This is an optimization exercise on Yosys and OpenROAD, whose aim is small area, not a production implementation. Where RTL was checked, it was by simulation tests only, not by an equivalence proof against the original. Power and IR drop assume default switching activity.

==> flow/design.v <==
`timescale 1ns / 1ps
module moving_average_v5 (
    input wire clk,
    input wire rst_n,
    input wire enable,
    input wire data_refresh,
    input wire output_refresh_mode,
    input wire signed [15:0] din,
    input wire [2:0] mode,
    output reg signed [15:0] dout,
    output reg output_pulse
);
reg [27:4] acc;
reg [15:0] h0, h1, h2, h3;
reg [3:0] cnt;
reg init_flag;
wire upd  = enable & data_refresh;
wire load = ~init_flag & (cnt == 4'd0);
wire [23:0] opa = init_flag ? {{8{din[15]}}, din} : {{4{din[15]}}, din, 4'b0};
wire [23:0] opb = init_flag ? ~{{8{h3[15]}}, h3} : 24'b0;
wire [23:0] acc_sum = acc + opa + opb + {23'b0, init_flag};
wire [15:0] u = h0 + h1;
wire [15:0] z = mode[0] ? acc[27:12] : h1;
wire [15:0] w = u + h2 + z;
reg [15:0] dnext;
always @* begin
    case (mode)
        3'b001:         dnext = {u[15], u[15:1]};
        3'b010, 3'b011: dnext = {{2{w[15]}}, w[15:2]};
        3'b100, 3'b101: dnext = acc[27:12];
        default:        dnext = din;
    endcase
end
reg pnext;
always @* begin
    case (mode)
        3'b001:  pnext = cnt[0];
        3'b010:  pnext = (cnt[1:0] == 2'b10);
        3'b011:  pnext = (cnt[1:0] == 2'b11);
        3'b100:  pnext = (cnt == 4'b0111);
        3'b101:  pnext = (cnt == 4'b1111);
        default: pnext = 1'b1;
    endcase
end
always @(posedge clk or negedge rst_n) begin
    if (!rst_n) begin
        acc <= 24'b0;
        h0 <= 16'b0; h1 <= 16'b0; h2 <= 16'b0; h3 <= 16'b0;
        cnt <= 4'b0;
        init_flag <= 1'b0;
        dout <= 16'b0;
        output_pulse <= 1'b0;
    end else if (enable) begin
        if (data_refresh) begin
            h0 <= din; h1 <= h0; h2 <= h1; h3 <= h2;
            acc <= load ? {din, 8'b0} : acc_sum;
            if (!init_flag) begin
                cnt <= cnt + 4'd1;
                if (cnt == 4'd15) init_flag <= 1'b1;
            end
        end
        output_pulse <= data_refresh & (output_refresh_mode | pnext);
        dout <= dnext;
    end
end
endmodule
clock: 6.0 ns
lec_check: 0
cap_margin: 20
core_margin: 2
core_utilization: 40
slew_margin: 20
run.sh (not shown) runs the stock make flow with config.mk's settings and CLKGATE_MAP_FILE= SYNTH_SCRIPT=/design/flow/synth_recipe.tcl, a recipe that flattens the netlist after the stock synthesis.
Then changed:
--- a/flow/design.v
+++ b/flow/design.v
@@ -16,12 +16,53 @@
 reg init_flag;
 wire upd  = enable & data_refresh;
 wire load = ~init_flag & (cnt == 4'd0);
-wire [23:0] opa = init_flag ? {{8{din[15]}}, din} : {{4{din[15]}}, din, 4'b0};
-wire [23:0] opb = init_flag ? ~{{8{h3[15]}}, h3} : 24'b0;
-wire [23:0] acc_sum = acc + opa + opb + {23'b0, init_flag};
-wire [15:0] u = h0 + h1;
-wire [15:0] z = mode[0] ? acc[27:12] : h1;
-wire [15:0] w = u + h2 + z;
+reg [23:0] opa, opb;    
+reg        cin;
+reg [23:0] s1, c1, acc_sum;
+reg        cy;
+integer i;
+always @* begin
+    if (init_flag) begin
+        opa = {{8{din[15]}}, din};
+        opb = ~{{8{h3[15]}}, h3};
+        cin = 1'b1;
+    end else begin
+        opa = {{4{din[15]}}, din, 4'b0};
+        opb = 24'b0;
+        cin = 1'b0;
+    end
+    for (i = 0; i < 24; i = i + 1) begin
+        s1[i] = acc[i+4] ^ opa[i] ^ opb[i];
+        c1[i] = (acc[i+4] & opa[i]) | (acc[i+4] & opb[i]) | (opa[i] & opb[i]);
+    end
+    cy = cin;
+    acc_sum[0] = s1[0] ^ cy;
+    cy = s1[0] & cy;
+    for (i = 1; i < 24; i = i + 1) begin
+        acc_sum[i] = s1[i] ^ c1[i-1] ^ cy;
+        cy = (s1[i] & c1[i-1]) | (s1[i] & cy) | (c1[i-1] & cy);
+    end
+end
+reg [15:0] u, z, s2, c2, w;
+reg        cu, cw;
+always @* begin
+    cu = 1'b0;
+    for (i = 0; i < 16; i = i + 1) begin
+        u[i] = h0[i] ^ h1[i] ^ cu;
+        cu = (h0[i] & h1[i]) | (h0[i] & cu) | (h1[i] & cu);
+    end
+    z = (mode[0]) ? acc[27:12] : h1;    
+    for (i = 0; i < 16; i = i + 1) begin
+        s2[i] = u[i] ^ h2[i] ^ z[i];
+        c2[i] = (u[i] & h2[i]) | (u[i] & z[i]) | (h2[i] & z[i]);
+    end
+    cw = 1'b0;
+    w[0] = s2[0];
+    for (i = 1; i < 16; i = i + 1) begin
+        w[i] = s2[i] ^ c2[i-1] ^ cw;
+        cw = (s2[i] & c2[i-1]) | (s2[i] & cw) | (c2[i-1] & cw);
+    end
+end
 reg [15:0] dnext;
 always @* begin
     case (mode)
What happened: Now the flow finished but failed the layout checks on setup timing. Critical path depth rises by 17. Power decreases by 21%. Final cell count went down by 18%. Setup slack is worse by 5.2 ns. First-iteration DRC count went down by 14%. Register-to-register slack loses 5.0 ns. Clock-buffer cell count goes up by 2. Cell area fell by 7.0%. Maximum frequency went down by 51%. Area after synthesis came out lower by 13%. Via count falls by 23%. Utilization increases by 2.5 points. Clock power went up by 14%. Global-route usage goes down by 2.1 points.
No functional check of the RTL was part of the second run of this note.

---

Setup of main:
moving_average_v5, a different RTL version from the one above (not shown whole).
Size in the first run: roughly 660 cells after synthesis, about 41 I/O pins, ~7000 sq um of cells after synthesis.
==> module moving_average_v5, before the edit <==
module moving_average_v5 (
    input wire clk,
    input wire rst_n,
    input wire enable,
    input wire data_refresh,
    input wire output_refresh_mode,
    input wire signed [15:0] din,
    input wire [2:0] mode,
    output reg signed [15:0] dout,
    output reg output_pulse
);
reg [27:4] acc;
reg [15:0] h0, h1, h2, h3;
reg [3:0] cnt;
reg init_flag;
wire upd  = enable & data_refresh;
wire load = ~init_flag & (cnt == 4'd0);
reg [23:0] x, y;
always @* begin
    if (!upd)
        x = 24'b0;
    else if (init_flag)
        x = {{8{din[15]}}, din};
    else if (load)
        x = {din, 8'b0};
    else
        x = {{4{din[15]}}, din, 4'b0};
    y = (upd & init_flag) ? ~{{8{h3[15]}}, h3} : 24'b0;
end
wire cin_a = upd & init_flag;
wire [23:0] xs = acc ^ x ^ y;
wire [23:0] xc = (acc & x) | (acc & y) | (x & y);
wire [23:0] acc_next;
ma5_add #(.W(24), .F(4), .B(5)) u_acc_add (
    .a(xs), .b({xc[22:0], cin_a}), .cin(1'b0), .s(acc_next)
);
wire m1 = (mode == 3'b001);
wire m2 = (mode == 3'b010);
wire m3 = (mode == 3'b011);
wire [15:0] q = ({16{m1}} & ~h2) | ({16{m2}} & h1) | ({16{m3}} & acc[27:12]);
wire [15:0] t1s = h0 ^ h1 ^ h2;
wire [15:0] t1c = (h0 & h1) | (h0 & h2) | (h1 & h2);
wire [15:0] t1cs = {t1c[14:0], 1'b0};
wire [15:0] t2s = t1s ^ t1cs ^ q;
wire [15:0] t2c = (t1s & t1cs) | (t1s & q) | (t1cs & q);
wire [15:0] w;
ma5_add #(.W(16), .F(4), .B(4)) u_out_add (
    .a(t2s), .b({t2c[14:0], m1}), .cin(1'b0), .s(w)
);
reg [15:0] dnext;
always @* begin
    case (mode)
        3'b001:         dnext = {w[15], w[15:1]};
        3'b010, 3'b011: dnext = {{2{w[15]}}, w[15:2]};
        3'b100, 3'b101: dnext = acc[27:12];
        default:        dnext = din;
    endcase
end
reg pnext;
always @* begin
    case (mode)
        3'b001:  pnext = cnt[0];
        3'b010:  pnext = (cnt[1:0] == 2'b10);
        3'b011:  pnext = (cnt[1:0] == 2'b11);
        3'b100:  pnext = (cnt == 4'b0111);
        3'b101:  pnext = (cnt == 4'b1111);
        default: pnext = 1'b1;
    endcase
end
always @(posedge clk or negedge rst_n) begin
    if (!rst_n) begin
        acc <= 24'b0;
    end else begin
        acc <= acc_next;
    end
end
always @(posedge clk or negedge rst_n) begin
    if (!rst_n) begin
        h0 <= 16'b0; h1 <= 16'b0; h2 <= 16'b0;
        cnt <= 4'b0;
        init_flag <= 1'b0;
        dout <= 16'b0;
        output_pulse <= 1'b0;
    end else if (enable) begin
        if (data_refresh) begin
            h0 <= din; h1 <= h0; h2 <= h1;
            if (!init_flag) begin
                cnt <= cnt + 4'd1;
                if (cnt == 4'd15) init_flag <= 1'b1;
            end
        end
        output_pulse <= data_refresh & (output_refresh_mode | pnext);
        dout <= dnext;
    end
end
always @(posedge clk) begin
    if (enable & data_refresh) h3 <= h2;
end
endmodule
clock: 6.0 ns
lec_check: 0
abc_area: 1
cap_margin: 20
core_margin: 2
core_utilization: 60
cts_buf_list: sky130_fd_sc_hd__clkbuf_8
slew_margin: 20
standard.sh (not shown) runs the stock make flow with config.mk's settings and CLKGATE_MAP_FILE= SYNTH_SCRIPT=/design/flow/synth_recipe.tcl, a recipe that flattens the netlist after the stock synthesis.
==> flow/flow/run.sh <==
#!/bin/bash
# The standard layout with an area pass after its standard synthesis:
#  * each port gets the smallest buffer (buf_1);
#  * clock tree synthesis inserts no dummy loads;
#  * the synthesized netlist is improved without touching its registers:
#    fa_polarity.py picks each full adder's polarity (a full adder is
#    self-dual) to drop inverters, and abc re-maps the remaining logic for
#    area (reabc.ys), three times over, keeping the smallest; the result replaces 1_2_yosys.v and the
#    standard flow continues from there. Timing is then repaired by the flow.
set -euo pipefail
export BUFFER_PORTS_ARGS="-buffer_cell sky130_fd_sc_hd__buf_1"
export CTS_ARGS="-sink_clustering_enable -repair_clock_nets -buf_list sky130_fd_sc_hd__clkbuf_8 -dont_use_dummy_load"
R=orfs/results/sky130hd/moving_average_v5/base
L=orfs/logs/sky130hd/moving_average_v5/base
LIB=$FLOW_HOME/platforms/sky130hd/lib/sky130_fd_sc_hd__tt_025C_1v80.lib
bash standard.sh synth > synth.log 2>&1
cp $R/1_2_yosys.v yosys_standard.v
DONTUSE=$(grep -o -- "-dont_use [^ ]*" $L/1_2_yosys.log | sort -u | tr '\n' ' ')
cur=yosys_standard.v
best=""
best_area=""
for i in 1 2 3; do
  python3 flow/fa_polarity.py $cur pol$i.v >> fa_polarity.log 2>&1
  sed -e "s#@LIB@#$LIB#g" -e "s#@IN@#pol$i.v#" -e "s#@OUT@#abc$i.v#" \
      -e "s#@SCRIPT@#flow/amap.script#" -e "s#@TOP@#$FLOW_TOP#" \
      -e "s#@DONTUSE@#$DONTUSE#" flow/reabc.ys > reabc$i.ys
  yosys -l reabc$i.log reabc$i.ys > /dev/null
  area=$(grep "Chip area" reabc$i.log | tail -1 | awk '{print $NF}')
  if [[ -z "$best" ]] || awk "BEGIN{exit !($area < $best_area)}"; then
    best=abc$i.v
    best_area=$area
  fi
  cur=abc$i.v
done
echo "kept $best ($best_area um2)" >> fa_polarity.log
python3 flow/fa_polarity.py $best yosys_final.v >> fa_polarity.log 2>&1
cp yosys_final.v $R/1_2_yosys.v
rm -f $R/1_synth.odb
bash standard.sh > standard.log 2>&1
Other scripts of this flow, unchanged in this note and not shown: flow/flow/amap.script, flow/flow/fa_polarity.py, flow/flow/reabc.ys
main finished every stage and its layout cleared the timing, design-rule and antenna checks.
Inputs modified between main and the feature branch:
--- a/flow/design.v
+++ b/flow/design.v
@@ -42,11 +42,12 @@
 reg [27:4] acc;
 reg [15:0] h0, h1, h2, h3;
 reg [3:0] cnt;
 reg init_flag;
 wire upd  = enable & data_refresh;
-wire load = ~init_flag & (cnt == 4'd0);
+reg seen;              
+wire load = ~seen;
 reg [23:0] x, y;
 always @* begin
     if (!upd)
         x = 24'b0;
     else if (init_flag)
@@ -59,11 +60,11 @@
 end
 wire cin_a = upd & init_flag;
 wire [23:0] xs = acc ^ x ^ y;
 wire [23:0] xc = (acc & x) | (acc & y) | (x & y);
 wire [23:0] acc_next;
-ma5_add #(.W(24), .F(4), .B(5)) u_acc_add (
+ma5_add #(.W(24), .F(4), .B(4)) u_acc_add (
     .a(xs), .b({xc[22:0], cin_a}), .cin(1'b0), .s(acc_next)
 );
 wire m1 = (mode == 3'b001);
 wire m2 = (mode == 3'b010);
 wire m3 = (mode == 3'b011);
@@ -72,11 +73,11 @@
 wire [15:0] t1c = (h0 & h1) | (h0 & h2) | (h1 & h2);
 wire [15:0] t1cs = {t1c[14:0], 1'b0};
 wire [15:0] t2s = t1s ^ t1cs ^ q;
 wire [15:0] t2c = (t1s & t1cs) | (t1s & q) | (t1cs & q);
 wire [15:0] w;
-ma5_add #(.W(16), .F(4), .B(4)) u_out_add (
+ma5_add #(.W(16), .F(3), .B(4)) u_out_add (
     .a(t2s), .b({t2c[14:0], m1}), .cin(1'b0), .s(w)
 );
 reg [15:0] dnext;
 always @* begin
     case (mode)
@@ -107,15 +108,17 @@
 always @(posedge clk or negedge rst_n) begin
     if (!rst_n) begin
         h0 <= 16'b0; h1 <= 16'b0; h2 <= 16'b0;
         cnt <= 4'b0;
         init_flag <= 1'b0;
+        seen <= 1'b0;
         dout <= 16'b0;
         output_pulse <= 1'b0;
     end else if (enable) begin
         if (data_refresh) begin
             h0 <= din; h1 <= h0; h2 <= h1;
+            seen <= 1'b1;
             if (!init_flag) begin
                 cnt <= cnt + 4'd1;
                 if (cnt == 4'd15) init_flag <= 1'b1;
             end
         end
### Flow results
The routed wire length of the feature branch falls short of that of main by 780 um.
Re die area: the feature branch is about 0.38% down on main.
Detailed-route vias per instance, main and the feature branch: larger value in main
Against main, the feature branch reports a mean cell area of the mapped netlist that is higher.
Summary of the feature branch over main: fraction of power consumed by sequential logic rose by 1.1 points, via count went down 130, internal power decreased by 1.5% relative to the old numbers, critical path data arrival time now sits higher, critical path data required time was more or less identical.
Looking at total power, the feature branch sits about 3% lower than main does.
For the feature branch, only the layout was checked, not whether the RTL still works.

## re-timing with driven ports
In the flow no input, the clock included, has a driving cell. The finished layouts below were timed again as built, in two steps.
Step 1, drivers: a clkbuf_16 drives clk and a buf_2 each remaining input, both assumed.
Step 2 adds t to the input delays and takes it off the output delays; t is the mean of the earliest and latest rising clock arrival at the registers after step 1. Input paths then give back, and output paths get back, about the clock's delay inside the block.
Slacks: ideal / step 1 / step 2; pairs: ideal / step 1.
run | t, ns | slack for setup (ns) | slew at the worst register clock pin (ns) | worst data-port slew with drivers (ns)
the first run of note 1 | 0.405 | 1.001 / 1.001 / 0.764 | 0.08 / 0.08 | 0.04
the second run of note 1 | 0.402 | -4.223 / -4.241 / -4.643 | 0.08 / 0.08 | 0.06
main | 0.425 | 0.445 / 0.462 / 0.037 | 0.10 / 0.10 | 0.03
the feature branch | 0.415 | 0.336 / 0.347 / -0.068 | 0.10 / 0.10 | 0.04
With both steps, setup timing fails in the feature branch, where it was met with ideal ports. The setup slack of the second run of note 1, which loses most, moves by -0.018 ns with the drivers and by -0.420 ns with both steps.
